This design comes from an exercise in tuning for small area on the open sky130 flow, not from production work. Only simulation tests tie the RTL to the original design; equivalence was not proved.

// convolutional_layer_1
module convolutional_layer_1 (
  input signed [7:0] in,
  input clk, en,
  output signed [191:0] out
);
  reg [7:0] u [0:132];
  integer i;
  genvar g, b;
  wire [33:0] en_n, en_p;
  generate
    for (g = 0; g < 34; g = g + 1) begin : sel
      inv_cell in0 (.a(en), .y(en_n[g]));
      inv_cell in1 (.a(en_n[g]), .y(en_p[g]));
    end
  endgenerate
  wire [7:0] prv [0:132];
  wire [7:0] nxt [0:132];
  assign prv[0] = {~in[7], in[6:0]};
  generate
    for (g = 0; g < 133; g = g + 1) begin : hold
      if (g > 0) begin : link
        assign prv[g] = u[g-1];
      end
      for (b = 0; b < 8; b = b + 1) begin : bt
        wire y;
        hold_mux h (.d(prv[g][b]), .q(u[g][b]), .e(en_p[g / 4]), .e_n(en_n[g / 4]), .y(y));
        assign nxt[g][b] = y;
      end
    end
  endgenerate
  always @(posedge clk) begin
    for (i = 0; i < 133; i = i + 1) u[i] <= nxt[i];
  end
  wire [7:0] x0 = u[0];
  wire [7:0] x1 = u[1];
  wire [7:0] x2 = u[2];
  wire [7:0] x3 = u[3];
  wire [7:0] x4 = u[4];
  wire [7:0] x5 = u[32];
  wire [7:0] x6 = u[33];
  wire [7:0] x7 = u[34];
  wire [7:0] x8 = u[35];
  wire [7:0] x9 = u[36];
  wire [7:0] x10 = u[64];
  wire [7:0] x11 = u[65];
  wire [7:0] x12 = u[66];
  wire [7:0] x13 = u[67];
  wire [7:0] x14 = u[68];
  wire [7:0] x15 = u[96];
  wire [7:0] x16 = u[97];
  wire [7:0] x17 = u[98];
  wire [7:0] x18 = u[99];
  wire [7:0] x19 = u[100];
  wire [7:0] x20 = u[128];
  wire [7:0] x21 = u[129];
  wire [7:0] x22 = u[130];
  wire [7:0] x23 = u[131];
  wire [7:0] x24 = u[132];
  wire i1 = ~x15[0];
  ...
==> flow/config.mk <==
export PLATFORM = sky130hd
export DESIGN_NAME = convolutional_layer_1
export DESIGN_NICKNAME = convolutional_layer_1
export VERILOG_FILES = /design/flow/design.v
export SDC_FILE = /design/flow/constraint.sdc
export NUM_CORES = 8
export LEC_CHECK = 0
export CAP_MARGIN = 20
export CORE_MARGIN = 2
export CORE_UTILIZATION = 55
export CTS_BUF_LIST = sky130_fd_sc_hd__clkbuf_16
export CTS_CLUSTER_DIAMETER = 100
export CTS_CLUSTER_SIZE = 30
export SLEW_MARGIN = 20
export SYNTH_HIERARCHICAL = 1
export SYNTH_MINIMUM_KEEP_SIZE = 0
==> flow/constraint.sdc <==
create_clock -name core_clock -period 18.0 [get_ports {clk}]
set_input_delay 3.6000 -clock core_clock [delete_from_list [all_inputs] [get_ports {clk}]]
set_output_delay 3.6000 -clock core_clock [all_outputs]
set_load 0.01 [all_outputs]
standard.sh (not shown) runs the stock make flow with config.mk's settings and CLKGATE_MAP_FILE= SYNTH_SCRIPT=/design/flow/synth_recipe.tcl, a recipe that flattens the netlist after the stock synthesis.
==> flow/flow/run.sh <==
#!/bin/bash
# Standard synthesis and layout with small port buffers; after placement the constant
# output ports of each map share one tie cell.
set -e
bash standard.sh synth > synth.log 2>&1
bash standard.sh BUFFER_PORTS_ARGS="-buffer_cell sky130_fd_sc_hd__buf_1" GPL_KEEP_OVERFLOW=0 place > place.log 2>&1
ODB=orfs/results/sky130hd/convolutional_layer_1/base/3_place.odb openroad -no_init -exit flow/merge_ties.tcl > merge_ties.log 2>&1
bash standard.sh BUFFER_PORTS_ARGS="-buffer_cell sky130_fd_sc_hd__buf_1" GPL_KEEP_OVERFLOW=0 finish > layout.log 2>&1
==> flow/flow/merge_ties.tcl <==
# Let one tie cell drive all the constant output ports of a map instead of one tie cell each.
read_db $::env(ODB)
set block [[[ord::get_db] getChip] getBlock]
array set keep {}
set removed 0
foreach inst [$block getInsts] {
  if {[[$inst getMaster] getName] ne "sky130_fd_sc_hd__conb_1"} { continue }
  set net "NULL"
  set pin ""
  foreach it [$inst getITerms] {
    set n [$it getNet]
    if {$n ne "NULL" && [[$it getMTerm] getName] in {LO HI}} { set net $n; set pin [[$it getMTerm] getName] }
  }
  if {$net eq "NULL"} { continue }
  set bts [$net getBTerms]
  if {[llength $bts] != 1 || [llength [$net getITerms]] != 1} { continue }
  set name [[lindex $bts 0] getName]
  if {![regexp {^out\[(\d+)\]$} $name -> idx]} { continue }
  set key "$pin[expr {$idx / 32}]"
  if {![info exists keep($key)]} { set keep($key) $net; continue }
  set bt [lindex $bts 0]
  $bt disconnect
  $bt connect $keep($key)
  odb::dbInst_destroy $inst
  odb::dbNet_destroy $net
  incr removed
}
puts "merge_ties: removed $removed tie cells"
write_db $::env(ODB)
Edit:
ABC_AREA = 1   (was default)
Die area goes up by 3.9%.
Hold slack degrades by 0.078 ns.
Clock-buffer cell count goes up by 2.
Utilization is about the same.
Clock skew goes up by 0.053 ns.
Non-clock buffer count goes up by 4.
Via count goes up by 19%.
Setup slack degrades by 0.075 ns.
Edit:
ABC_AREA = default   (was 1)
CTS_CLUSTER_SIZE = 25   (was 30)
Result: The new run completed without violations. Non-clock buffer count falls by 4. Wire length shrinks by 8.1%. Worst hold slack improves by 0.068 ns. Core utilization grows by 0.14 points. Global-route usage came out lower by 2.2 points. Synthesized cell count went down by 32%. Via count is lower by 15%. Sequential share of layout area came out higher by 1.1 points. Final area came out lower by 3.9%. Clock skew shrinks by 0.046 ns.
Edit:
CTS_CLUSTER_DIAMETER = 90   (was 100)
CTS_CLUSTER_SIZE = 28   (was 25)
What happened: Via count decreases by 0.64%; fmax is about the same; setup slack gets better by 0.022 ns; final area barely changes; worst hold slack gets better by 0.030 ns.
Edit:
CORE_UTILIZATION = 62   (was 55)
CTS_CLUSTER_DIAMETER = 100   (was 90)
CTS_CLUSTER_SIZE = 30   (was 28)
Effect:
- routed wire length came out higher by 2.5%
- die area came out lower by 11%
- core utilization came out higher by 6.9 points
Edit:
CTS_CLUSTER_SIZE = 25   (was 30)
Utilization is about the same; die area does not change; setup slack gets better by 0.084 ns; via count is higher by 0.85%; synthesized area is unchanged; count of clock-buffer cells in the layout is higher by 6; synthesized cell count is unchanged; cell area hardly moves; fmax is higher by 0.48%.

-- port drivers added, routing unchanged --
How much do the figures lean on ideal ports? The routed layouts below were timed once more, with nothing changed but the port constraints.
Step 1 assumes that a clkbuf_16 drives the clock port and a buf_2 every other input.
Step 2, shift: input delay + t, output delay - t, t = (earliest + latest rising clock arrival at the registers) / 2. This alone moves slack from input paths to output paths.
a / b / c = ideal / step 1 / step 2; a / b = the first two.
run	shift t [ns]	slack for setup (ns)	hold WS [ns]	worst register clock-pin slew, ns
the first run	0.756	0.513 / 0.439 / 1.195	0.465 / 0.465 / 0.465	0.11 / 0.11
the second run	0.778	0.438 / 0.358 / 1.137	0.387 / 0.387 / 0.387	0.12 / 0.12
the third run	0.758	0.494 / 0.418 / 1.176	0.454 / 0.454 / 0.454	0.10 / 0.10
the fourth run	0.748	0.517 / 0.443 / 1.191	0.484 / 0.484 / 0.484	0.11 / 0.11
the fifth run	0.763	0.278 / 0.200 / 0.963	0.444 / 0.444 / 0.444	0.12 / 0.12
the sixth run	0.753	0.363 / 0.286 / 1.039	0.467 / 0.467 / 0.467	0.11 / 0.11
After both steps setup and hold are still met in every run listed.
